What follows belongs to an exercise in optimizing a design on an open flow for small area and a short achievable clock period; a production flow would make more cautious choices. Function was not checked in any run shown here: the RTL went through the layout flow alone. No activity file was given, so power comes from the tool's default toggle rates.

==> flow/design.v (outline; a module is shown in full before it is edited, if it fits) <==
// module and64: 7 lines
// module or64: 7 lines
// module xnor64: 7 lines
// module xor64_by_1: 7 lines
// module comp_sign_extend: 7 lines
// module set_lsb: 6 lines
// module vadder64: 15 lines
// module shift64: 463 lines
// module lt65: 7 lines
// module gt65: 7 lines
// module mux8_to_1_x64: 38 lines
// module alu64: 536 lines
// module alu64_sync: 56 lines
module alu64_sync(
    input clk,
    input en,
    input MD,
    input [2:0] OP,
    input [63:0] R1,
    input [63:0] R2,
    output reg EQ,
    output reg GT,
    output reg LT,
    output reg OVR,
    output [63:0] Q
    );
  // ...
==> flow/flow/run.sh <==
#!/bin/bash
# Standard ORFS layout (the standard.sh), with the port buffers made from the
# smallest buffer cell instead of the one buffer_ports picks by default.
set -euo pipefail
bash standard.sh BUFFER_PORTS_ARGS="-buffer_cell sky130_fd_sc_hd__buf_1" finish > standard.log 2>&1
==> flow/standard.sh <==
#!/bin/bash
# synth_recipe.tcl (not shown) runs the flow's synth.tcl, then flattens the netlist and writes it again
# the make line also repeats each setting of config.mk as NAME=value (left out here)
make -C /OpenROAD-flow-scripts/flow DESIGN_CONFIG=/design/flow/config.mk WORK_HOME=/design/flow/orfs CLKGATE_MAP_FILE= SYNTH_SCRIPT=/design/flow/synth_recipe.tcl "${@:-finish}"
==> flow/config.mk <==
export PLATFORM = sky130hd
export DESIGN_NAME = alu64_sync
export DESIGN_NICKNAME = alu64_sync
export VERILOG_FILES = /design/flow/design.v
export SDC_FILE = /design/flow/constraint.sdc
export NUM_CORES = 4
export LEC_CHECK = 0
export ABC_AREA = 1
export CAP_MARGIN = 20
export CORE_MARGIN = 2
export CORE_UTILIZATION = 50
export CTS_BUF_LIST = sky130_fd_sc_hd__clkbuf_4 sky130_fd_sc_hd__clkbuf_8
export SETUP_SLACK_MARGIN = 1.7
export SLEW_MARGIN = 20
==> flow/constraint.sdc <==
create_clock -name core_clock -period 4.0 [get_ports {clk}]
set_input_delay 0.8000 -clock core_clock [delete_from_list [all_inputs] [get_ports {clk}]]
set_output_delay 0.8000 -clock core_clock [all_outputs]
set_load 0.01 [all_outputs]
==> flow_metrics.env, run 1 <==
export IMPL_status="timing/DRC/antenna clean"
export IMPL_yosys_area_share_simple_pct=36.24
export IMPL_end_kind="register"
export IMPL_worstPathRequired_ns=4.43
export IMPL_slew_headroom_pct=29.15
export IMPL_pwr_share_comb_pct=40.4
export IMPL_power_switching_share_pct=44.87
export IMPL_clock_area_share_pct=2.258
export IMPL_synth_compound_area_share_pct=27.50
export IMPL_p_per_area_mw_per_mm2=306.9
export IMPL_reg_top3="D_r (64), Q2 (64), BC_r (15)"
export IMPL_ys_ff_latch=161
export IMPL_finalHoldViolations=0
export IMPL_reg2reg_depth=9
export IMPL_synth_avg_cell_area_um2=5.586
export IMPL_cts_tree="done"
export IMPL_p_sw_w=0.002488
export IMPL_syn2layout_area_growth_pct=14.58
export IMPL_tightest_slew_ns=1.060
export IMPL_met2_usage_pct=60.90
export IMPL_critPathMaxFanout=34
export IMPL_dp_cells=3310
export IMPL_post_cts_resized=61
export IMPL_synth_nets=2971
export IMPL_synthAdderAreaFrac_pct=1.191
export IMPL_grt_overflow=0
==> module shift64, before the edit <==
module shift64(D, V, FILL, REV, ADD, BC, S);
    input [63:0] D;
    input [5:0] V;
    input FILL;
    input REV;
    input ADD;
    input [15:1] BC;
    output [63:0] S;
    wire [63:0] fl;
    assign fl[0] = 1'b0;
    assign fl[1] = 1'b0;
    assign fl[2] = 1'b0;
    assign fl[3] = 1'b0;
    assign fl[4] = BC[1];
    assign fl[5] = BC[1] & (&D[4:4]);
    assign fl[6] = BC[1] & (&D[5:4]);
    assign fl[7] = BC[1] & (&D[6:4]);
    assign fl[8] = BC[2];
    assign fl[9] = BC[2] & (&D[8:8]);
    assign fl[10] = BC[2] & (&D[9:8]);
    assign fl[11] = BC[2] & (&D[10:8]);
    assign fl[12] = BC[3];
    assign fl[13] = BC[3] & (&D[12:12]);
    assign fl[14] = BC[3] & (&D[13:12]);
    assign fl[15] = BC[3] & (&D[14:12]);
    assign fl[16] = BC[4];
    assign fl[17] = BC[4] & (&D[16:16]);
    assign fl[18] = BC[4] & (&D[17:16]);
    assign fl[19] = BC[4] & (&D[18:16]);
    assign fl[20] = BC[5];
    assign fl[21] = BC[5] & (&D[20:20]);
    assign fl[22] = BC[5] & (&D[21:20]);
    assign fl[23] = BC[5] & (&D[22:20]);
    assign fl[24] = BC[6];
    assign fl[25] = BC[6] & (&D[24:24]);
    assign fl[26] = BC[6] & (&D[25:24]);
    assign fl[27] = BC[6] & (&D[26:24]);
    assign fl[28] = BC[7];
    assign fl[29] = BC[7] & (&D[28:28]);
    assign fl[30] = BC[7] & (&D[29:28]);
    assign fl[31] = BC[7] & (&D[30:28]);
    assign fl[32] = BC[8];
    assign fl[33] = BC[8] & (&D[32:32]);
    assign fl[34] = BC[8] & (&D[33:32]);
    assign fl[35] = BC[8] & (&D[34:32]);
    assign fl[36] = BC[9];
    assign fl[37] = BC[9] & (&D[36:36]);
    assign fl[38] = BC[9] & (&D[37:36]);
    assign fl[39] = BC[9] & (&D[38:36]);
    assign fl[40] = BC[10];
    assign fl[41] = BC[10] & (&D[40:40]);
    assign fl[42] = BC[10] & (&D[41:40]);
    assign fl[43] = BC[10] & (&D[42:40]);
    assign fl[44] = BC[11];
    assign fl[45] = BC[11] & (&D[44:44]);
    assign fl[46] = BC[11] & (&D[45:44]);
    assign fl[47] = BC[11] & (&D[46:44]);
    assign fl[48] = BC[12];
    assign fl[49] = BC[12] & (&D[48:48]);
    assign fl[50] = BC[12] & (&D[49:48]);
    assign fl[51] = BC[12] & (&D[50:48]);
    assign fl[52] = BC[13];
    assign fl[53] = BC[13] & (&D[52:52]);
    assign fl[54] = BC[13] & (&D[53:52]);
    assign fl[55] = BC[13] & (&D[54:52]);
    assign fl[56] = BC[14];
    assign fl[57] = BC[14] & (&D[56:56]);
    assign fl[58] = BC[14] & (&D[57:56]);
    assign fl[59] = BC[14] & (&D[58:56]);
    assign fl[60] = BC[15];
    assign fl[61] = BC[15] & (&D[60:60]);
    assign fl[62] = BC[15] & (&D[61:60]);
    assign fl[63] = BC[15] & (&D[62:60]);
    wire [63:0] sr1;
    assign sr1[0] = V[1] ? D[2] : D[0];
    assign sr1[1] = V[1] ? D[3] : D[1];
    assign sr1[2] = V[1] ? D[4] : D[2];
    assign sr1[3] = V[1] ? D[5] : D[3];
    assign sr1[4] = V[1] ? D[6] : D[4];
    assign sr1[5] = V[1] ? D[7] : D[5];
    assign sr1[6] = V[1] ? D[8] : D[6];
    assign sr1[7] = V[1] ? D[9] : D[7];
    assign sr1[8] = V[1] ? D[10] : D[8];
    assign sr1[9] = V[1] ? D[11] : D[9];
    assign sr1[10] = V[1] ? D[12] : D[10];
    assign sr1[11] = V[1] ? D[13] : D[11];
    assign sr1[12] = V[1] ? D[14] : D[12];
    assign sr1[13] = V[1] ? D[15] : D[13];
    assign sr1[14] = V[1] ? D[16] : D[14];
    assign sr1[15] = V[1] ? D[17] : D[15];
    assign sr1[16] = V[1] ? D[18] : D[16];
    assign sr1[17] = V[1] ? D[19] : D[17];
    assign sr1[18] = V[1] ? D[20] : D[18];
    assign sr1[19] = V[1] ? D[21] : D[19];
    assign sr1[20] = V[1] ? D[22] : D[20];
    assign sr1[21] = V[1] ? D[23] : D[21];
    assign sr1[22] = V[1] ? D[24] : D[22];
    assign sr1[23] = V[1] ? D[25] : D[23];
    assign sr1[24] = V[1] ? D[26] : D[24];
    assign sr1[25] = V[1] ? D[27] : D[25];
    assign sr1[26] = V[1] ? D[28] : D[26];
    assign sr1[27] = V[1] ? D[29] : D[27];
    assign sr1[28] = V[1] ? D[30] : D[28];
    assign sr1[29] = V[1] ? D[31] : D[29];
    assign sr1[30] = V[1] ? D[32] : D[30];
    assign sr1[31] = V[1] ? D[33] : D[31];
    assign sr1[32] = V[1] ? D[34] : D[32];
    assign sr1[33] = V[1] ? D[35] : D[33];
    assign sr1[34] = V[1] ? D[36] : D[34];
    assign sr1[35] = V[1] ? D[37] : D[35];
    assign sr1[36] = V[1] ? D[38] : D[36];
    assign sr1[37] = V[1] ? D[39] : D[37];
    assign sr1[38] = V[1] ? D[40] : D[38];
    assign sr1[39] = V[1] ? D[41] : D[39];
    assign sr1[40] = V[1] ? D[42] : D[40];
    assign sr1[41] = V[1] ? D[43] : D[41];
    assign sr1[42] = V[1] ? D[44] : D[42];
    assign sr1[43] = V[1] ? D[45] : D[43];
    assign sr1[44] = V[1] ? D[46] : D[44];
    assign sr1[45] = V[1] ? D[47] : D[45];
    assign sr1[46] = V[1] ? D[48] : D[46];
    assign sr1[47] = V[1] ? D[49] : D[47];
    assign sr1[48] = V[1] ? D[50] : D[48];
    assign sr1[49] = V[1] ? D[51] : D[49];
    assign sr1[50] = V[1] ? D[52] : D[50];
    assign sr1[51] = V[1] ? D[53] : D[51];
    assign sr1[52] = V[1] ? D[54] : D[52];
    assign sr1[53] = V[1] ? D[55] : D[53];
    assign sr1[54] = V[1] ? D[56] : D[54];
    assign sr1[55] = V[1] ? D[57] : D[55];
    assign sr1[56] = V[1] ? D[58] : D[56];
    assign sr1[57] = V[1] ? D[59] : D[57];
    assign sr1[58] = V[1] ? D[60] : D[58];
    assign sr1[59] = V[1] ? D[61] : D[59];
    assign sr1[60] = V[1] ? D[62] : D[60];
    assign sr1[61] = V[1] ? D[63] : D[61];
    assign sr1[62] = V[1] ? FILL : D[62];
    assign sr1[63] = V[1] ? FILL : D[63];
    wire [63:0] sr2;
    assign sr2[0] = V[2] ? sr1[4] : sr1[0];
    assign sr2[1] = V[2] ? sr1[5] : sr1[1];
    assign sr2[2] = V[2] ? sr1[6] : sr1[2];
    assign sr2[3] = V[2] ? sr1[7] : sr1[3];
    assign sr2[4] = V[2] ? sr1[8] : sr1[4];
    assign sr2[5] = V[2] ? sr1[9] : sr1[5];
    assign sr2[6] = V[2] ? sr1[10] : sr1[6];
    assign sr2[7] = V[2] ? sr1[11] : sr1[7];
    assign sr2[8] = V[2] ? sr1[12] : sr1[8];
    assign sr2[9] = V[2] ? sr1[13] : sr1[9];
    assign sr2[10] = V[2] ? sr1[14] : sr1[10];
    assign sr2[11] = V[2] ? sr1[15] : sr1[11];
    assign sr2[12] = V[2] ? sr1[16] : sr1[12];
    assign sr2[13] = V[2] ? sr1[17] : sr1[13];
    assign sr2[14] = V[2] ? sr1[18] : sr1[14];
    assign sr2[15] = V[2] ? sr1[19] : sr1[15];
    assign sr2[16] = V[2] ? sr1[20] : sr1[16];
    assign sr2[17] = V[2] ? sr1[21] : sr1[17];
    assign sr2[18] = V[2] ? sr1[22] : sr1[18];
    assign sr2[19] = V[2] ? sr1[23] : sr1[19];
    assign sr2[20] = V[2] ? sr1[24] : sr1[20];
    assign sr2[21] = V[2] ? sr1[25] : sr1[21];
    assign sr2[22] = V[2] ? sr1[26] : sr1[22];
    assign sr2[23] = V[2] ? sr1[27] : sr1[23];
    assign sr2[24] = V[2] ? sr1[28] : sr1[24];
    assign sr2[25] = V[2] ? sr1[29] : sr1[25];
    assign sr2[26] = V[2] ? sr1[30] : sr1[26];
    assign sr2[27] = V[2] ? sr1[31] : sr1[27];
    assign sr2[28] = V[2] ? sr1[32] : sr1[28];
    assign sr2[29] = V[2] ? sr1[33] : sr1[29];
    assign sr2[30] = V[2] ? sr1[34] : sr1[30];
    assign sr2[31] = V[2] ? sr1[35] : sr1[31];
    assign sr2[32] = V[2] ? sr1[36] : sr1[32];
    assign sr2[33] = V[2] ? sr1[37] : sr1[33];
    assign sr2[34] = V[2] ? sr1[38] : sr1[34];
    assign sr2[35] = V[2] ? sr1[39] : sr1[35];
    assign sr2[36] = V[2] ? sr1[40] : sr1[36];
    assign sr2[37] = V[2] ? sr1[41] : sr1[37];
    assign sr2[38] = V[2] ? sr1[42] : sr1[38];
    assign sr2[39] = V[2] ? sr1[43] : sr1[39];
    assign sr2[40] = V[2] ? sr1[44] : sr1[40];
    assign sr2[41] = V[2] ? sr1[45] : sr1[41];
    assign sr2[42] = V[2] ? sr1[46] : sr1[42];
    assign sr2[43] = V[2] ? sr1[47] : sr1[43];
    assign sr2[44] = V[2] ? sr1[48] : sr1[44];
    assign sr2[45] = V[2] ? sr1[49] : sr1[45];
    assign sr2[46] = V[2] ? sr1[50] : sr1[46];
    assign sr2[47] = V[2] ? sr1[51] : sr1[47];
    assign sr2[48] = V[2] ? sr1[52] : sr1[48];
    assign sr2[49] = V[2] ? sr1[53] : sr1[49];
    assign sr2[50] = V[2] ? sr1[54] : sr1[50];
    assign sr2[51] = V[2] ? sr1[55] : sr1[51];
    assign sr2[52] = V[2] ? sr1[56] : sr1[52];
    assign sr2[53] = V[2] ? sr1[57] : sr1[53];
    assign sr2[54] = V[2] ? sr1[58] : sr1[54];
    assign sr2[55] = V[2] ? sr1[59] : sr1[55];
    assign sr2[56] = V[2] ? sr1[60] : sr1[56];
    assign sr2[57] = V[2] ? sr1[61] : sr1[57];
    assign sr2[58] = V[2] ? sr1[62] : sr1[58];
    assign sr2[59] = V[2] ? sr1[63] : sr1[59];
    assign sr2[60] = V[2] ? FILL : sr1[60];
    assign sr2[61] = V[2] ? FILL : sr1[61];
    assign sr2[62] = V[2] ? FILL : sr1[62];
    assign sr2[63] = V[2] ? FILL : sr1[63];
    wire [63:0] sr3;
    assign sr3[0] = V[3] ? sr2[8] : sr2[0];
    assign sr3[1] = V[3] ? sr2[9] : sr2[1];
    assign sr3[2] = V[3] ? sr2[10] : sr2[2];
    assign sr3[3] = V[3] ? sr2[11] : sr2[3];
    assign sr3[4] = V[3] ? sr2[12] : sr2[4];
    assign sr3[5] = V[3] ? sr2[13] : sr2[5];
    assign sr3[6] = V[3] ? sr2[14] : sr2[6];
    assign sr3[7] = V[3] ? sr2[15] : sr2[7];
    assign sr3[8] = V[3] ? sr2[16] : sr2[8];
    assign sr3[9] = V[3] ? sr2[17] : sr2[9];
    assign sr3[10] = V[3] ? sr2[18] : sr2[10];
    assign sr3[11] = V[3] ? sr2[19] : sr2[11];
    assign sr3[12] = V[3] ? sr2[20] : sr2[12];
    assign sr3[13] = V[3] ? sr2[21] : sr2[13];
    assign sr3[14] = V[3] ? sr2[22] : sr2[14];
    assign sr3[15] = V[3] ? sr2[23] : sr2[15];
    assign sr3[16] = V[3] ? sr2[24] : sr2[16];
    assign sr3[17] = V[3] ? sr2[25] : sr2[17];
    assign sr3[18] = V[3] ? sr2[26] : sr2[18];
    assign sr3[19] = V[3] ? sr2[27] : sr2[19];
    assign sr3[20] = V[3] ? sr2[28] : sr2[20];
    assign sr3[21] = V[3] ? sr2[29] : sr2[21];
    assign sr3[22] = V[3] ? sr2[30] : sr2[22];
    assign sr3[23] = V[3] ? sr2[31] : sr2[23];
    assign sr3[24] = V[3] ? sr2[32] : sr2[24];
    assign sr3[25] = V[3] ? sr2[33] : sr2[25];
    assign sr3[26] = V[3] ? sr2[34] : sr2[26];
    assign sr3[27] = V[3] ? sr2[35] : sr2[27];
    assign sr3[28] = V[3] ? sr2[36] : sr2[28];
    assign sr3[29] = V[3] ? sr2[37] : sr2[29];
    assign sr3[30] = V[3] ? sr2[38] : sr2[30];
    assign sr3[31] = V[3] ? sr2[39] : sr2[31];
    assign sr3[32] = V[3] ? sr2[40] : sr2[32];
    assign sr3[33] = V[3] ? sr2[41] : sr2[33];
    assign sr3[34] = V[3] ? sr2[42] : sr2[34];
    assign sr3[35] = V[3] ? sr2[43] : sr2[35];
    assign sr3[36] = V[3] ? sr2[44] : sr2[36];
    assign sr3[37] = V[3] ? sr2[45] : sr2[37];
    assign sr3[38] = V[3] ? sr2[46] : sr2[38];
    assign sr3[39] = V[3] ? sr2[47] : sr2[39];
    assign sr3[40] = V[3] ? sr2[48] : sr2[40];
    assign sr3[41] = V[3] ? sr2[49] : sr2[41];
    assign sr3[42] = V[3] ? sr2[50] : sr2[42];
    assign sr3[43] = V[3] ? sr2[51] : sr2[43];
    assign sr3[44] = V[3] ? sr2[52] : sr2[44];
    assign sr3[45] = V[3] ? sr2[53] : sr2[45];
    assign sr3[46] = V[3] ? sr2[54] : sr2[46];
    assign sr3[47] = V[3] ? sr2[55] : sr2[47];
    assign sr3[48] = V[3] ? sr2[56] : sr2[48];
    assign sr3[49] = V[3] ? sr2[57] : sr2[49];
    assign sr3[50] = V[3] ? sr2[58] : sr2[50];
    assign sr3[51] = V[3] ? sr2[59] : sr2[51];
    assign sr3[52] = V[3] ? sr2[60] : sr2[52];
    assign sr3[53] = V[3] ? sr2[61] : sr2[53];
    assign sr3[54] = V[3] ? sr2[62] : sr2[54];
    assign sr3[55] = V[3] ? sr2[63] : sr2[55];
    assign sr3[56] = V[3] ? FILL : sr2[56];
    assign sr3[57] = V[3] ? FILL : sr2[57];
    assign sr3[58] = V[3] ? FILL : sr2[58];
    assign sr3[59] = V[3] ? FILL : sr2[59];
    assign sr3[60] = V[3] ? FILL : sr2[60];
    assign sr3[61] = V[3] ? FILL : sr2[61];
    assign sr3[62] = V[3] ? FILL : sr2[62];
    assign sr3[63] = V[3] ? FILL : sr2[63];
    wire [63:0] sr4;
    assign sr4[0] = V[4] ? sr3[16] : sr3[0];
    assign sr4[1] = V[4] ? sr3[17] : sr3[1];
    assign sr4[2] = V[4] ? sr3[18] : sr3[2];
    assign sr4[3] = V[4] ? sr3[19] : sr3[3];
    assign sr4[4] = V[4] ? sr3[20] : sr3[4];
    assign sr4[5] = V[4] ? sr3[21] : sr3[5];
    assign sr4[6] = V[4] ? sr3[22] : sr3[6];
    assign sr4[7] = V[4] ? sr3[23] : sr3[7];
    assign sr4[8] = V[4] ? sr3[24] : sr3[8];
    assign sr4[9] = V[4] ? sr3[25] : sr3[9];
    assign sr4[10] = V[4] ? sr3[26] : sr3[10];
    assign sr4[11] = V[4] ? sr3[27] : sr3[11];
    assign sr4[12] = V[4] ? sr3[28] : sr3[12];
    assign sr4[13] = V[4] ? sr3[29] : sr3[13];
    assign sr4[14] = V[4] ? sr3[30] : sr3[14];
    assign sr4[15] = V[4] ? sr3[31] : sr3[15];
    assign sr4[16] = V[4] ? sr3[32] : sr3[16];
    assign sr4[17] = V[4] ? sr3[33] : sr3[17];
    assign sr4[18] = V[4] ? sr3[34] : sr3[18];
    assign sr4[19] = V[4] ? sr3[35] : sr3[19];
    assign sr4[20] = V[4] ? sr3[36] : sr3[20];
    assign sr4[21] = V[4] ? sr3[37] : sr3[21];
    assign sr4[22] = V[4] ? sr3[38] : sr3[22];
    assign sr4[23] = V[4] ? sr3[39] : sr3[23];
    assign sr4[24] = V[4] ? sr3[40] : sr3[24];
    assign sr4[25] = V[4] ? sr3[41] : sr3[25];
    assign sr4[26] = V[4] ? sr3[42] : sr3[26];
    assign sr4[27] = V[4] ? sr3[43] : sr3[27];
    assign sr4[28] = V[4] ? sr3[44] : sr3[28];
    assign sr4[29] = V[4] ? sr3[45] : sr3[29];
    assign sr4[30] = V[4] ? sr3[46] : sr3[30];
    assign sr4[31] = V[4] ? sr3[47] : sr3[31];
    assign sr4[32] = V[4] ? sr3[48] : sr3[32];
    assign sr4[33] = V[4] ? sr3[49] : sr3[33];
    assign sr4[34] = V[4] ? sr3[50] : sr3[34];
    assign sr4[35] = V[4] ? sr3[51] : sr3[35];
    assign sr4[36] = V[4] ? sr3[52] : sr3[36];
    assign sr4[37] = V[4] ? sr3[53] : sr3[37];
    assign sr4[38] = V[4] ? sr3[54] : sr3[38];
    assign sr4[39] = V[4] ? sr3[55] : sr3[39];
    assign sr4[40] = V[4] ? sr3[56] : sr3[40];
    assign sr4[41] = V[4] ? sr3[57] : sr3[41];
    assign sr4[42] = V[4] ? sr3[58] : sr3[42];
    assign sr4[43] = V[4] ? sr3[59] : sr3[43];
    assign sr4[44] = V[4] ? sr3[60] : sr3[44];
    assign sr4[45] = V[4] ? sr3[61] : sr3[45];
    assign sr4[46] = V[4] ? sr3[62] : sr3[46];
    assign sr4[47] = V[4] ? sr3[63] : sr3[47];
    assign sr4[48] = V[4] ? FILL : sr3[48];
    assign sr4[49] = V[4] ? FILL : sr3[49];
    assign sr4[50] = V[4] ? FILL : sr3[50];
    assign sr4[51] = V[4] ? FILL : sr3[51];
    assign sr4[52] = V[4] ? FILL : sr3[52];
    assign sr4[53] = V[4] ? FILL : sr3[53];
    assign sr4[54] = V[4] ? FILL : sr3[54];
    assign sr4[55] = V[4] ? FILL : sr3[55];
    assign sr4[56] = V[4] ? FILL : sr3[56];
    assign sr4[57] = V[4] ? FILL : sr3[57];
    assign sr4[58] = V[4] ? FILL : sr3[58];
    assign sr4[59] = V[4] ? FILL : sr3[59];
    assign sr4[60] = V[4] ? FILL : sr3[60];
    assign sr4[61] = V[4] ? FILL : sr3[61];
    assign sr4[62] = V[4] ? FILL : sr3[62];
    assign sr4[63] = V[4] ? FILL : sr3[63];
    wire [63:0] sr5;
    assign sr5[0] = V[5] ? sr4[32] : sr4[0];
    assign sr5[1] = V[5] ? sr4[33] : sr4[1];
    assign sr5[2] = V[5] ? sr4[34] : sr4[2];
    assign sr5[3] = V[5] ? sr4[35] : sr4[3];
    assign sr5[4] = V[5] ? sr4[36] : sr4[4];
    assign sr5[5] = V[5] ? sr4[37] : sr4[5];
    assign sr5[6] = V[5] ? sr4[38] : sr4[6];
    assign sr5[7] = V[5] ? sr4[39] : sr4[7];
    assign sr5[8] = V[5] ? sr4[40] : sr4[8];
    assign sr5[9] = V[5] ? sr4[41] : sr4[9];
    assign sr5[10] = V[5] ? sr4[42] : sr4[10];
    assign sr5[11] = V[5] ? sr4[43] : sr4[11];
    assign sr5[12] = V[5] ? sr4[44] : sr4[12];
    assign sr5[13] = V[5] ? sr4[45] : sr4[13];
    assign sr5[14] = V[5] ? sr4[46] : sr4[14];
    assign sr5[15] = V[5] ? sr4[47] : sr4[15];
    assign sr5[16] = V[5] ? sr4[48] : sr4[16];
    assign sr5[17] = V[5] ? sr4[49] : sr4[17];
    assign sr5[18] = V[5] ? sr4[50] : sr4[18];
    assign sr5[19] = V[5] ? sr4[51] : sr4[19];
    assign sr5[20] = V[5] ? sr4[52] : sr4[20];
    assign sr5[21] = V[5] ? sr4[53] : sr4[21];
    assign sr5[22] = V[5] ? sr4[54] : sr4[22];
    assign sr5[23] = V[5] ? sr4[55] : sr4[23];
    assign sr5[24] = V[5] ? sr4[56] : sr4[24];
    assign sr5[25] = V[5] ? sr4[57] : sr4[25];
    assign sr5[26] = V[5] ? sr4[58] : sr4[26];
    assign sr5[27] = V[5] ? sr4[59] : sr4[27];
    assign sr5[28] = V[5] ? sr4[60] : sr4[28];
    assign sr5[29] = V[5] ? sr4[61] : sr4[29];
    assign sr5[30] = V[5] ? sr4[62] : sr4[30];
    assign sr5[31] = V[5] ? sr4[63] : sr4[31];
    assign sr5[32] = V[5] ? FILL : sr4[32];
    assign sr5[33] = V[5] ? FILL : sr4[33];
    assign sr5[34] = V[5] ? FILL : sr4[34];
    assign sr5[35] = V[5] ? FILL : sr4[35];
    assign sr5[36] = V[5] ? FILL : sr4[36];
    assign sr5[37] = V[5] ? FILL : sr4[37];
    assign sr5[38] = V[5] ? FILL : sr4[38];
    assign sr5[39] = V[5] ? FILL : sr4[39];
    assign sr5[40] = V[5] ? FILL : sr4[40];
    assign sr5[41] = V[5] ? FILL : sr4[41];
    assign sr5[42] = V[5] ? FILL : sr4[42];
    assign sr5[43] = V[5] ? FILL : sr4[43];
    assign sr5[44] = V[5] ? FILL : sr4[44];
    assign sr5[45] = V[5] ? FILL : sr4[45];
    assign sr5[46] = V[5] ? FILL : sr4[46];
    assign sr5[47] = V[5] ? FILL : sr4[47];
    assign sr5[48] = V[5] ? FILL : sr4[48];
    assign sr5[49] = V[5] ? FILL : sr4[49];
    assign sr5[50] = V[5] ? FILL : sr4[50];
    assign sr5[51] = V[5] ? FILL : sr4[51];
    assign sr5[52] = V[5] ? FILL : sr4[52];
    assign sr5[53] = V[5] ? FILL : sr4[53];
    assign sr5[54] = V[5] ? FILL : sr4[54];
    assign sr5[55] = V[5] ? FILL : sr4[55];
    assign sr5[56] = V[5] ? FILL : sr4[56];
    assign sr5[57] = V[5] ? FILL : sr4[57];
    assign sr5[58] = V[5] ? FILL : sr4[58];
    assign sr5[59] = V[5] ? FILL : sr4[59];
    assign sr5[60] = V[5] ? FILL : sr4[60];
    assign sr5[61] = V[5] ? FILL : sr4[61];
    assign sr5[62] = V[5] ? FILL : sr4[62];
    assign sr5[63] = V[5] ? FILL : sr4[63];
    assign S[0] = ADD ? (D[0] ^ fl[0]) : sr5[0];
    assign S[1] = ADD ? (D[1] ^ fl[1]) : sr5[1];
    assign S[2] = ADD ? (D[2] ^ fl[2]) : sr5[2];
    assign S[3] = ADD ? (D[3] ^ fl[3]) : sr5[3];
    assign S[4] = ADD ? (D[4] ^ fl[4]) : sr5[4];
    assign S[5] = ADD ? (D[5] ^ fl[5]) : sr5[5];
    assign S[6] = ADD ? (D[6] ^ fl[6]) : sr5[6];
    assign S[7] = ADD ? (D[7] ^ fl[7]) : sr5[7];
    assign S[8] = ADD ? (D[8] ^ fl[8]) : sr5[8];
    assign S[9] = ADD ? (D[9] ^ fl[9]) : sr5[9];
    assign S[10] = ADD ? (D[10] ^ fl[10]) : sr5[10];
    assign S[11] = ADD ? (D[11] ^ fl[11]) : sr5[11];
    assign S[12] = ADD ? (D[12] ^ fl[12]) : sr5[12];
    assign S[13] = ADD ? (D[13] ^ fl[13]) : sr5[13];
    assign S[14] = ADD ? (D[14] ^ fl[14]) : sr5[14];
    assign S[15] = ADD ? (D[15] ^ fl[15]) : sr5[15];
    assign S[16] = ADD ? (D[16] ^ fl[16]) : sr5[16];
    assign S[17] = ADD ? (D[17] ^ fl[17]) : sr5[17];
    assign S[18] = ADD ? (D[18] ^ fl[18]) : sr5[18];
    assign S[19] = ADD ? (D[19] ^ fl[19]) : sr5[19];
    assign S[20] = ADD ? (D[20] ^ fl[20]) : sr5[20];
    assign S[21] = ADD ? (D[21] ^ fl[21]) : sr5[21];
    assign S[22] = ADD ? (D[22] ^ fl[22]) : sr5[22];
    assign S[23] = ADD ? (D[23] ^ fl[23]) : sr5[23];
    assign S[24] = ADD ? (D[24] ^ fl[24]) : sr5[24];
    assign S[25] = ADD ? (D[25] ^ fl[25]) : sr5[25];
    assign S[26] = ADD ? (D[26] ^ fl[26]) : sr5[26];
    assign S[27] = ADD ? (D[27] ^ fl[27]) : sr5[27];
    assign S[28] = ADD ? (D[28] ^ fl[28]) : sr5[28];
    assign S[29] = ADD ? (D[29] ^ fl[29]) : sr5[29];
    assign S[30] = ADD ? (D[30] ^ fl[30]) : sr5[30];
    assign S[31] = ADD ? (D[31] ^ fl[31]) : sr5[31];
    assign S[32] = ADD ? (D[32] ^ fl[32]) : sr5[32];
    assign S[33] = ADD ? (D[33] ^ fl[33]) : sr5[33];
    assign S[34] = ADD ? (D[34] ^ fl[34]) : sr5[34];
    assign S[35] = ADD ? (D[35] ^ fl[35]) : sr5[35];
    assign S[36] = ADD ? (D[36] ^ fl[36]) : sr5[36];
    assign S[37] = ADD ? (D[37] ^ fl[37]) : sr5[37];
    assign S[38] = ADD ? (D[38] ^ fl[38]) : sr5[38];
    assign S[39] = ADD ? (D[39] ^ fl[39]) : sr5[39];
    assign S[40] = ADD ? (D[40] ^ fl[40]) : sr5[40];
    assign S[41] = ADD ? (D[41] ^ fl[41]) : sr5[41];
    assign S[42] = ADD ? (D[42] ^ fl[42]) : sr5[42];
    assign S[43] = ADD ? (D[43] ^ fl[43]) : sr5[43];
    assign S[44] = ADD ? (D[44] ^ fl[44]) : sr5[44];
    assign S[45] = ADD ? (D[45] ^ fl[45]) : sr5[45];
    assign S[46] = ADD ? (D[46] ^ fl[46]) : sr5[46];
    assign S[47] = ADD ? (D[47] ^ fl[47]) : sr5[47];
    assign S[48] = ADD ? (D[48] ^ fl[48]) : sr5[48];
    assign S[49] = ADD ? (D[49] ^ fl[49]) : sr5[49];
    assign S[50] = ADD ? (D[50] ^ fl[50]) : sr5[50];
    assign S[51] = ADD ? (D[51] ^ fl[51]) : sr5[51];
    assign S[52] = ADD ? (D[52] ^ fl[52]) : sr5[52];
    assign S[53] = ADD ? (D[53] ^ fl[53]) : sr5[53];
    assign S[54] = ADD ? (D[54] ^ fl[54]) : sr5[54];
    assign S[55] = ADD ? (D[55] ^ fl[55]) : sr5[55];
    assign S[56] = ADD ? (D[56] ^ fl[56]) : sr5[56];
    assign S[57] = ADD ? (D[57] ^ fl[57]) : sr5[57];
    assign S[58] = ADD ? (D[58] ^ fl[58]) : sr5[58];
    assign S[59] = ADD ? (D[59] ^ fl[59]) : sr5[59];
    assign S[60] = ADD ? (D[60] ^ fl[60]) : sr5[60];
    assign S[61] = ADD ? (D[61] ^ fl[61]) : sr5[61];
    assign S[62] = ADD ? (D[62] ^ fl[62]) : sr5[62];
    assign S[63] = ADD ? (D[63] ^ fl[63]) : sr5[63];
endmodule
==> module alu64_sync, before the edit <==
module alu64_sync(
    input clk,
    input en,
    input MD,
    input [2:0] OP,
    input [63:0] R1,
    input [63:0] R2,
    output reg EQ,
    output reg GT,
    output reg LT,
    output reg OVR,
    output [63:0] Q
    );
	reg [63:0] D_r;
	reg [5:1] V_r;
	reg FILL_r, REV_r, ADD_r, SLT_r, SGT_r, LT_r, EQ_r, OVR_r;
	reg [15:1] BC_r;
	reg [63:0] Q2;
	reg REV2;
	wire [63:0] D_w, S_w;
	wire [5:0] V_w;
	wire FILL_w, REV_w, ADD_w, SLT_w, SGT_w, LT_w, EQ_w, OVR_w;
	wire [15:1] BC_w;
	wire GT_1 = ~(LT_r | EQ_r);
	always @(posedge clk)
	begin
		D_r <= D_w;
		V_r <= V_w[5:1];
		FILL_r <= FILL_w;
		REV_r <= REV_w;
		ADD_r <= ADD_w;
		BC_r <= BC_w;
		SLT_r <= SLT_w;
		SGT_r <= SGT_w;
		LT_r <= LT_w;
		EQ_r <= EQ_w;
		OVR_r <= OVR_w;
		EQ <= EQ_r;
		GT <= GT_1;
		LT <= LT_r;
		OVR <= OVR_r;
		Q2 <= {S_w[63:1], S_w[0] | (SLT_r & LT_r) | (SGT_r & GT_1)};
		REV2 <= REV_r;
	end
	genvar i;
	generate for (i = 0; i < 64; i = i + 1) begin : g_q
		assign Q[i] = REV2 ? Q2[63 - i] : Q2[i];
	end endgenerate
	alu64 u_front (
		.en(en), .MD(MD), .OP(OP), .R1(R1), .R2(R2),
		.D(D_w), .V(V_w), .FILL(FILL_w), .REV(REV_w), .ADD(ADD_w), .BC(BC_w),
		.SLT(SLT_w), .SGT(SGT_w), .LT(LT_w), .EQ(EQ_w), .OVR(OVR_w));
	shift64 u_back (
		.D(D_r), .V({V_r, 1'b0}), .FILL(FILL_r), .REV(REV_r), .ADD(ADD_r), .BC(BC_r),
		.S(S_w));
endmodule
==> inputs of run 2 (changes only) <==
--- a/flow/design.v
+++ b/flow/design.v
@@ -396,133 +396,68 @@
     assign sr4[62] = V[4] ? FILL : sr3[62];
     assign sr4[63] = V[4] ? FILL : sr3[63];
-    wire [63:0] sr5;
-    assign sr5[0] = V[5] ? sr4[32] : sr4[0];
-    assign sr5[1] = V[5] ? sr4[33] : sr4[1];
-    assign sr5[2] = V[5] ? sr4[34] : sr4[2];
-    assign sr5[3] = V[5] ? sr4[35] : sr4[3];
-    assign sr5[4] = V[5] ? sr4[36] : sr4[4];
-    assign sr5[5] = V[5] ? sr4[37] : sr4[5];
-    assign sr5[6] = V[5] ? sr4[38] : sr4[6];
-    assign sr5[7] = V[5] ? sr4[39] : sr4[7];
-    assign sr5[8] = V[5] ? sr4[40] : sr4[8];
-    assign sr5[9] = V[5] ? sr4[41] : sr4[9];
-    assign sr5[10] = V[5] ? sr4[42] : sr4[10];
-    assign sr5[11] = V[5] ? sr4[43] : sr4[11];
-    assign sr5[12] = V[5] ? sr4[44] : sr4[12];
-    assign sr5[13] = V[5] ? sr4[45] : sr4[13];
-    assign sr5[14] = V[5] ? sr4[46] : sr4[14];
-    assign sr5[15] = V[5] ? sr4[47] : sr4[15];
-    assign sr5[16] = V[5] ? sr4[48] : sr4[16];
-    assign sr5[17] = V[5] ? sr4[49] : sr4[17];
-    assign sr5[18] = V[5] ? sr4[50] : sr4[18];
-    assign sr5[19] = V[5] ? sr4[51] : sr4[19];
-    assign sr5[20] = V[5] ? sr4[52] : sr4[20];
-    assign sr5[21] = V[5] ? sr4[53] : sr4[21];
-    assign sr5[22] = V[5] ? sr4[54] : sr4[22];
-    assign sr5[23] = V[5] ? sr4[55] : sr4[23];
-    assign sr5[24] = V[5] ? sr4[56] : sr4[24];
-    assign sr5[25] = V[5] ? sr4[57] : sr4[25];
-    assign sr5[26] = V[5] ? sr4[58] : sr4[26];
-    assign sr5[27] = V[5] ? sr4[59] : sr4[27];
-    assign sr5[28] = V[5] ? sr4[60] : sr4[28];
-    assign sr5[29] = V[5] ? sr4[61] : sr4[29];
-    assign sr5[30] = V[5] ? sr4[62] : sr4[30];
-    assign sr5[31] = V[5] ? sr4[63] : sr4[31];
-    assign sr5[32] = V[5] ? FILL : sr4[32];
-    assign sr5[33] = V[5] ? FILL : sr4[33];
-    assign sr5[34] = V[5] ? FILL : sr4[34];
-    assign sr5[35] = V[5] ? FILL : sr4[35];
-    assign sr5[36] = V[5] ? FILL : sr4[36];
-    assign sr5[37] = V[5] ? FILL : sr4[37];
-    assign sr5[38] = V[5] ? FILL : sr4[38];
-    assign sr5[39] = V[5] ? FILL : sr4[39];
-    assign sr5[40] = V[5] ? FILL : sr4[40];
-    assign sr5[41] = V[5] ? FILL : sr4[41];
-    assign sr5[42] = V[5] ? FILL : sr4[42];
-    assign sr5[43] = V[5] ? FILL : sr4[43];
-    assign sr5[44] = V[5] ? FILL : sr4[44];
-    assign sr5[45] = V[5] ? FILL : sr4[45];
-    assign sr5[46] = V[5] ? FILL : sr4[46];
-    assign sr5[47] = V[5] ? FILL : sr4[47];
-    assign sr5[48] = V[5] ? FILL : sr4[48];
-    assign sr5[49] = V[5] ? FILL : sr4[49];
-    assign sr5[50] = V[5] ? FILL : sr4[50];
-    assign sr5[51] = V[5] ? FILL : sr4[51];
-    assign sr5[52] = V[5] ? FILL : sr4[52];
-    assign sr5[53] = V[5] ? FILL : sr4[53];
-    assign sr5[54] = V[5] ? FILL : sr4[54];
-    assign sr5[55] = V[5] ? FILL : sr4[55];
-    assign sr5[56] = V[5] ? FILL : sr4[56];
-    assign sr5[57] = V[5] ? FILL : sr4[57];
-    assign sr5[58] = V[5] ? FILL : sr4[58];
-    assign sr5[59] = V[5] ? FILL : sr4[59];
-    assign sr5[60] = V[5] ? FILL : sr4[60];
-    assign sr5[61] = V[5] ? FILL : sr4[61];
-    assign sr5[62] = V[5] ? FILL : sr4[62];
-    assign sr5[63] = V[5] ? FILL : sr4[63];
-    assign S[0] = ADD ? (D[0] ^ fl[0]) : sr5[0];
-    assign S[1] = ADD ? (D[1] ^ fl[1]) : sr5[1];
-    assign S[2] = ADD ? (D[2] ^ fl[2]) : sr5[2];
-    assign S[3] = ADD ? (D[3] ^ fl[3]) : sr5[3];
-    assign S[4] = ADD ? (D[4] ^ fl[4]) : sr5[4];
-    assign S[5] = ADD ? (D[5] ^ fl[5]) : sr5[5];
-    assign S[6] = ADD ? (D[6] ^ fl[6]) : sr5[6];
-    assign S[7] = ADD ? (D[7] ^ fl[7]) : sr5[7];
-    assign S[8] = ADD ? (D[8] ^ fl[8]) : sr5[8];
-    assign S[9] = ADD ? (D[9] ^ fl[9]) : sr5[9];
-    assign S[10] = ADD ? (D[10] ^ fl[10]) : sr5[10];
-    assign S[11] = ADD ? (D[11] ^ fl[11]) : sr5[11];
-    assign S[12] = ADD ? (D[12] ^ fl[12]) : sr5[12];
-    assign S[13] = ADD ? (D[13] ^ fl[13]) : sr5[13];
-    assign S[14] = ADD ? (D[14] ^ fl[14]) : sr5[14];
-    assign S[15] = ADD ? (D[15] ^ fl[15]) : sr5[15];
-    assign S[16] = ADD ? (D[16] ^ fl[16]) : sr5[16];
-    assign S[17] = ADD ? (D[17] ^ fl[17]) : sr5[17];
-    assign S[18] = ADD ? (D[18] ^ fl[18]) : sr5[18];
-    assign S[19] = ADD ? (D[19] ^ fl[19]) : sr5[19];
-    assign S[20] = ADD ? (D[20] ^ fl[20]) : sr5[20];
-    assign S[21] = ADD ? (D[21] ^ fl[21]) : sr5[21];
-    assign S[22] = ADD ? (D[22] ^ fl[22]) : sr5[22];
-    assign S[23] = ADD ? (D[23] ^ fl[23]) : sr5[23];
-    assign S[24] = ADD ? (D[24] ^ fl[24]) : sr5[24];
-    assign S[25] = ADD ? (D[25] ^ fl[25]) : sr5[25];
-    assign S[26] = ADD ? (D[26] ^ fl[26]) : sr5[26];
-    assign S[27] = ADD ? (D[27] ^ fl[27]) : sr5[27];
-    assign S[28] = ADD ? (D[28] ^ fl[28]) : sr5[28];
-    assign S[29] = ADD ? (D[29] ^ fl[29]) : sr5[29];
-    assign S[30] = ADD ? (D[30] ^ fl[30]) : sr5[30];
-    assign S[31] = ADD ? (D[31] ^ fl[31]) : sr5[31];
-    assign S[32] = ADD ? (D[32] ^ fl[32]) : sr5[32];
-    assign S[33] = ADD ? (D[33] ^ fl[33]) : sr5[33];
-    assign S[34] = ADD ? (D[34] ^ fl[34]) : sr5[34];
-    assign S[35] = ADD ? (D[35] ^ fl[35]) : sr5[35];
-    assign S[36] = ADD ? (D[36] ^ fl[36]) : sr5[36];
-    assign S[37] = ADD ? (D[37] ^ fl[37]) : sr5[37];
-    assign S[38] = ADD ? (D[38] ^ fl[38]) : sr5[38];
-    assign S[39] = ADD ? (D[39] ^ fl[39]) : sr5[39];
-    assign S[40] = ADD ? (D[40] ^ fl[40]) : sr5[40];
-    assign S[41] = ADD ? (D[41] ^ fl[41]) : sr5[41];
-    assign S[42] = ADD ? (D[42] ^ fl[42]) : sr5[42];
-    assign S[43] = ADD ? (D[43] ^ fl[43]) : sr5[43];
-    assign S[44] = ADD ? (D[44] ^ fl[44]) : sr5[44];
-    assign S[45] = ADD ? (D[45] ^ fl[45]) : sr5[45];
-    assign S[46] = ADD ? (D[46] ^ fl[46]) : sr5[46];
-    assign S[47] = ADD ? (D[47] ^ fl[47]) : sr5[47];
-    assign S[48] = ADD ? (D[48] ^ fl[48]) : sr5[48];
-    assign S[49] = ADD ? (D[49] ^ fl[49]) : sr5[49];
-    assign S[50] = ADD ? (D[50] ^ fl[50]) : sr5[50];
-    assign S[51] = ADD ? (D[51] ^ fl[51]) : sr5[51];
-    assign S[52] = ADD ? (D[52] ^ fl[52]) : sr5[52];
-    assign S[53] = ADD ? (D[53] ^ fl[53]) : sr5[53];
-    assign S[54] = ADD ? (D[54] ^ fl[54]) : sr5[54];
-    assign S[55] = ADD ? (D[55] ^ fl[55]) : sr5[55];
-    assign S[56] = ADD ? (D[56] ^ fl[56]) : sr5[56];
-    assign S[57] = ADD ? (D[57] ^ fl[57]) : sr5[57];
-    assign S[58] = ADD ? (D[58] ^ fl[58]) : sr5[58];
-    assign S[59] = ADD ? (D[59] ^ fl[59]) : sr5[59];
-    assign S[60] = ADD ? (D[60] ^ fl[60]) : sr5[60];
-    assign S[61] = ADD ? (D[61] ^ fl[61]) : sr5[61];
-    assign S[62] = ADD ? (D[62] ^ fl[62]) : sr5[62];
-    assign S[63] = ADD ? (D[63] ^ fl[63]) : sr5[63];
+    assign S[0] = ADD ? (D[0] ^ fl[0]) : sr4[0];
+    assign S[1] = ADD ? (D[1] ^ fl[1]) : sr4[1];
+    assign S[2] = ADD ? (D[2] ^ fl[2]) : sr4[2];
+    assign S[3] = ADD ? (D[3] ^ fl[3]) : sr4[3];
+    assign S[4] = ADD ? (D[4] ^ fl[4]) : sr4[4];
+    assign S[5] = ADD ? (D[5] ^ fl[5]) : sr4[5];
+    assign S[6] = ADD ? (D[6] ^ fl[6]) : sr4[6];
+    assign S[7] = ADD ? (D[7] ^ fl[7]) : sr4[7];
+    assign S[8] = ADD ? (D[8] ^ fl[8]) : sr4[8];
+    assign S[9] = ADD ? (D[9] ^ fl[9]) : sr4[9];
+    assign S[10] = ADD ? (D[10] ^ fl[10]) : sr4[10];
+    assign S[11] = ADD ? (D[11] ^ fl[11]) : sr4[11];
+    assign S[12] = ADD ? (D[12] ^ fl[12]) : sr4[12];
+    assign S[13] = ADD ? (D[13] ^ fl[13]) : sr4[13];
+    assign S[14] = ADD ? (D[14] ^ fl[14]) : sr4[14];
+    assign S[15] = ADD ? (D[15] ^ fl[15]) : sr4[15];
+    assign S[16] = ADD ? (D[16] ^ fl[16]) : sr4[16];
+    assign S[17] = ADD ? (D[17] ^ fl[17]) : sr4[17];
+    assign S[18] = ADD ? (D[18] ^ fl[18]) : sr4[18];
+    assign S[19] = ADD ? (D[19] ^ fl[19]) : sr4[19];
+    assign S[20] = ADD ? (D[20] ^ fl[20]) : sr4[20];
+    assign S[21] = ADD ? (D[21] ^ fl[21]) : sr4[21];
+    assign S[22] = ADD ? (D[22] ^ fl[22]) : sr4[22];
+    assign S[23] = ADD ? (D[23] ^ fl[23]) : sr4[23];
+    assign S[24] = ADD ? (D[24] ^ fl[24]) : sr4[24];
+    assign S[25] = ADD ? (D[25] ^ fl[25]) : sr4[25];
+    assign S[26] = ADD ? (D[26] ^ fl[26]) : sr4[26];
+    assign S[27] = ADD ? (D[27] ^ fl[27]) : sr4[27];
+    assign S[28] = ADD ? (D[28] ^ fl[28]) : sr4[28];
+    assign S[29] = ADD ? (D[29] ^ fl[29]) : sr4[29];
+    assign S[30] = ADD ? (D[30] ^ fl[30]) : sr4[30];
+    assign S[31] = ADD ? (D[31] ^ fl[31]) : sr4[31];
+    assign S[32] = ADD ? (D[32] ^ fl[32]) : sr4[32];
+    assign S[33] = ADD ? (D[33] ^ fl[33]) : sr4[33];
+    assign S[34] = ADD ? (D[34] ^ fl[34]) : sr4[34];
+    assign S[35] = ADD ? (D[35] ^ fl[35]) : sr4[35];
+    assign S[36] = ADD ? (D[36] ^ fl[36]) : sr4[36];
+    assign S[37] = ADD ? (D[37] ^ fl[37]) : sr4[37];
+    assign S[38] = ADD ? (D[38] ^ fl[38]) : sr4[38];
+    assign S[39] = ADD ? (D[39] ^ fl[39]) : sr4[39];
+    assign S[40] = ADD ? (D[40] ^ fl[40]) : sr4[40];
+    assign S[41] = ADD ? (D[41] ^ fl[41]) : sr4[41];
+    assign S[42] = ADD ? (D[42] ^ fl[42]) : sr4[42];
+    assign S[43] = ADD ? (D[43] ^ fl[43]) : sr4[43];
+    assign S[44] = ADD ? (D[44] ^ fl[44]) : sr4[44];
+    assign S[45] = ADD ? (D[45] ^ fl[45]) : sr4[45];
+    assign S[46] = ADD ? (D[46] ^ fl[46]) : sr4[46];
+    assign S[47] = ADD ? (D[47] ^ fl[47]) : sr4[47];
+    assign S[48] = ADD ? (D[48] ^ fl[48]) : sr4[48];
+    assign S[49] = ADD ? (D[49] ^ fl[49]) : sr4[49];
+    assign S[50] = ADD ? (D[50] ^ fl[50]) : sr4[50];
+    assign S[51] = ADD ? (D[51] ^ fl[51]) : sr4[51];
+    assign S[52] = ADD ? (D[52] ^ fl[52]) : sr4[52];
+    assign S[53] = ADD ? (D[53] ^ fl[53]) : sr4[53];
+    assign S[54] = ADD ? (D[54] ^ fl[54]) : sr4[54];
+    assign S[55] = ADD ? (D[55] ^ fl[55]) : sr4[55];
+    assign S[56] = ADD ? (D[56] ^ fl[56]) : sr4[56];
+    assign S[57] = ADD ? (D[57] ^ fl[57]) : sr4[57];
+    assign S[58] = ADD ? (D[58] ^ fl[58]) : sr4[58];
+    assign S[59] = ADD ? (D[59] ^ fl[59]) : sr4[59];
+    assign S[60] = ADD ? (D[60] ^ fl[60]) : sr4[60];
+    assign S[61] = ADD ? (D[61] ^ fl[61]) : sr4[61];
+    assign S[62] = ADD ? (D[62] ^ fl[62]) : sr4[62];
+    assign S[63] = ADD ? (D[63] ^ fl[63]) : sr4[63];
 endmodule
 `timescale 1ns / 1ps
@@ -1138,4 +1073,5 @@
 	reg [63:0] Q2;
 	reg REV2;
+	reg V52, FILL2;
 	wire [63:0] D_w, S_w;
 	wire [5:0] V_w;
@@ -1162,8 +1098,11 @@
 		Q2 <= {S_w[63:1], S_w[0] | (SLT_r & LT_r) | (SGT_r & GT_1)};
 		REV2 <= REV_r;
+		V52 <= V_r[5];
+		FILL2 <= FILL_r;
 	end
+	wire [63:0] T2 = V52 ? {{32{FILL2}}, Q2[63:32]} : Q2;
 	genvar i;
 	generate for (i = 0; i < 64; i = i + 1) begin : g_q
-		assign Q[i] = REV2 ? Q2[63 - i] : Q2[i];
+		assign Q[i] = REV2 ? T2[63 - i] : T2[i];
 	end endgenerate
 	alu64 u_front (
@@ -1172,5 +1111,5 @@
 		.SLT(SLT_w), .SGT(SGT_w), .LT(LT_w), .EQ(EQ_w), .OVR(OVR_w));
 	shift64 u_back (
-		.D(D_r), .V({V_r, 1'b0}), .FILL(FILL_r), .REV(REV_r), .ADD(ADD_r), .BC(BC_r),
+		.D(D_r), .V({1'b0, V_r[4:1], 1'b0}), .FILL(FILL_r), .REV(REV_r), .ADD(ADD_r), .BC(BC_r),
 		.S(S_w));
 endmodule
==> flow_metrics.env, run 2 <==
export IMPL_status="timing/DRC/antenna clean"
export IMPL_min_delay_start="OVR_r"
export IMPL_finalCritPeriodShare_pct=62.83
export IMPL_grt_pass1_wl_mm=100.5
export IMPL_slew_headroom_pct=44.15
export IMPL_ys_flop_type="dfxtp_1"
export IMPL_maxCapViolations=0
export IMPL_dieArea_mm2=0.03313
export IMPL_netlist_top_cells_count="895 x nand2_1, 386 x o21ai_0, 308 x inv_1"
export IMPL_synth_most_common_cell="nand2_1"
export IMPL_yosysSeqAreaShare_pct=20.59
export IMPL_setup_tns_ns=0
export IMPL_yosys_warnings=1
export IMPL_gp_congestion=1.012
export IMPL_htree_levels=4
export IMPL_dp_hpwl_mm=49.31
export IMPL_vias_per_cell=6.086
export IMPL_path_class="reg2out"
export IMPL_synth_nets=2956
export IMPL_setup_worst_path_start_class="register"
export IMPL_syn_inst=2807
export IMPL_reg_top3="D_r (64), Q2 (64), BC_r (15)"
export IMPL_routed_via_count=20440
export IMPL_drt_met1_wl_mm=26.89
export IMPL_finalHoldViolations=0
export IMPL_grt_overflow=0
export IMPL_period_needed_ns=2.513
export IMPL_ant_nets=0
export IMPL_fill_cells=3237
export IMPL_arrival_ns=1.71
export IMPL_routed_wl_met2_mm=29.76
export IMPL_final_max_slew_viol_count=0
export IMPL_nNetsFinal=3093
export IMPL_start_util_pct=50.48
export IMPL_end_kind="primary output"
export IMPL_core_mm2=0.03139
export IMPL_netlist_area_mm2=0.01585
export IMPL_routed_wl_met3_mm=8.075
export IMPL_worstPathRequired_ns=3.20
export IMPL_placed_area_mm2=0.01682
export IMPL_layout_drive_gt1_share_pct=12.31
export IMPL_cts_sinks=163
export IMPL_fmax_mhz=397.9
export IMPL_n_antenna_cell=0
export IMPL_grt_max_degree=65
export IMPL_setup_slack_ns=1.487
export IMPL_dr_pass1_iters=6
export IMPL_synth_area_top_cells="nand2_1 21%, dfxtp_1 21%, o21ai_0 12%, inv_1 7.3%, nand3_1 6.4%"
export IMPL_cts_tree="done"
export IMPL_cts_root_buf="clkbuf_8"
export IMPL_p_per_area_mw_per_mm2=303.7
export IMPL_path_clk_slew_ns=0.10
export IMPL_io_buffers=201
export IMPL_die_w_um=182.0
export IMPL_synth_top_area_share_pct=21.20
export IMPL_rr_startpoint="V_r[1]"
export IMPL_leakage_nw=8.744
export IMPL_tightest_slew_ns=0.8378
export IMPL_yosys_area_top_type="nand2_1"
export IMPL_cts_max_path_buffers=2
export IMPL_antenna_found_initial=13
export IMPL_dpl_worst_slack_ns=0.7560
export IMPL_grt_usage_pct=39.12
export IMPL_synth_avg_cell_area_um2=5.646
export IMPL_wl_mm=68.66
export IMPL_layout_common_cells="882 x nand2_1, 325 x o21ai_0, 290 x inv_1, 201 x nand3_1, 159 x dfxtp_1"
export IMPL_die_h_um=182.0
export IMPL_io_pins=202
export IMPL_layout_commonest_cell="nand2_1"
export IMPL_drt_iter0_markers=2592
export IMPL_ys_ff_latch=163
export IMPL_setup_violations=0
export IMPL_synth_cell_types=57
export IMPL_hold_path_class="reg2reg"
export IMPL_clk_latency_ns=0.49
export IMPL_route_detailed_drc=0
export IMPL_top_layer="met5"
export IMPL_async_flop_share_pct=0
export IMPL_final_area_mm2=0.01836
export IMPL_rsz0062_at_grt="true"
export IMPL_cts_buffers=17
export IMPL_dp_cells=3304
export IMPL_num_rows=65
export IMPL_finalNonFillerCells=3359
export IMPL_startpoint="V52"
export IMPL_critPathMaxFanout=24
export IMPL_ir_drop_mv=0.2051
export IMPL_syn2layout_area_growth_pct=15.88
export IMPL_fin_skew_ns=0.02332
export IMPL_wl_per_cell_um=20.44
export IMPL_grt_pass1_vias=17820
export IMPL_synth_edf_count=0
==> run 2: cell types whose count changed after synthesis, sizes merged, moves of 14 or more <==
| cell | delta |
|---|---|
| nand2 | -22 |
| o21ai | +96 |
| nor2 | -27 |
| o211ai | -20 |
| mux2i | +14 |
| a21oi | -46 |
==> run 2: per-layer routing <==
| layer | global-route usage [%] | up-vias |
|---|---|---|
| li1 | - | 9718 |
| met1 | 51.07 | 9118 |
| met2 | 61.19 | 1354 |
| met3 | 7.922 | 243 |
| met4 | 19.94 | 10 |
| met5 | 0 | - |
==> run 2: critical path: stages (launching register included) <==
cell and delay (ns):
dfxtp_4 0.43, clkbuf_16 0.21, o21ai_0 0.24, nand2_1 0.08, o21ai_0 0.09, buf_2 0.18
==> run 2: repair_timing <==
action | CTS | global route
resized for setup | 74 | 239
setup buffers | 3 | 10
pin swaps | 2 | 24
hold buffers | 0 | 0
hold endpoints to repair | 0 | 0
gates cloned | 4 | 6
setup endpoints to repair | 174 | 152
==> run 2: cell type report <==
type / count / area (um^2) / area share [%]
inverter: 329 / 1287 / 7.011
timing repair inverter: 1 / 11.26 / 0.06132
clock buffer: 18 / 241.5 / 1.315
timing repair buffer: 260 / 1629 / 8.871
sequential: 163 / 3273 / 17.82
multi-input combinational: 2172 / 11230 / 61.18
clock inverter: 14 / 183.9 / 1.002
tap: 402 / 503.0 / 2.739
==> run 2: kinds of logic (layout without fill, tap and decap cells) <==
family	count (synthesis)	after routing	synth area share, %
compound gates	764	764	27.86
buf+inv	473	622	11.83
fa+ha+maj	15	15	1.184
simple gates	1331	1332	34.66
flops	163	163	20.59
mux	39	39	2.463
xor+xnor	22	22	1.405
==> run 2: power breakdown <==
| group | internal [W] | switching (W) | total [W] |
|---|---|---|---|
| sequential | 0.00183 | 0.000128 | 0.00196 |
| clock | 0.000597 | 0.000718 | 0.00132 |
| combinational | 0.000724 | 0.00158 | 0.00230 |
| total | 0.00315 | 0.00243 | 0.00558 |
==> run 2: path summary, 6_finish.rpt <==
kind	cells past startpoint	slack [ns]	end
min reg2reg	0	0.32	OVR
max	5	1.49	Q[17]
min	0	0.32	OVR
max reg2reg	6	1.74	Q2[33]
==> run 2: per-stage QoR <==
step	total power (W)	hold slack [ns]	utilization, %
floorplan	0.003286	0.3096	-
detailed placement	0.004045	0.3120	53.58
global route	0.005875	0.3232	58.50
finish	0.005576	0.3229	58.50
CTS	0.005367	0.3265	55.89
global placement	0.004026	0.3115	53.58

-- what the ideal ports hide --
The results above use ideal ports. As a check the final layouts listed here were re-extracted and re-timed, cells and wires unchanged.
Step 1 sets driving cells, clkbuf_16 on the clock port and buf_2 on the other inputs (assumed; they add their load-dependent delay and slew).
Step 2 moves the port delays by t, midway between the first and last clock arrival at a register: inputs arrive t later, outputs are due t later. That takes back most of the time a late clock gives input paths.
Slacks: ideal ports / drivers / drivers and shift; pairs: ideal ports / drivers.
| run | t, ns | setup WS [ns] | worst register clock-pin slew, ns | cell pins on the clock port's net |
|---|---|---|---|---|
| run 1 | 0.542 | 1.614 / 1.614 / 1.185 | 0.12 / 0.12 | 1 |
| run 2 | 0.520 | 1.487 / 1.439 / 1.165 | 0.12 / 0.12 | 1 |
After both steps setup and hold are still met in every run listed. The setup slack of run 1, which loses most, moves by 0.000 ns with the drivers and by -0.429 ns with both steps.
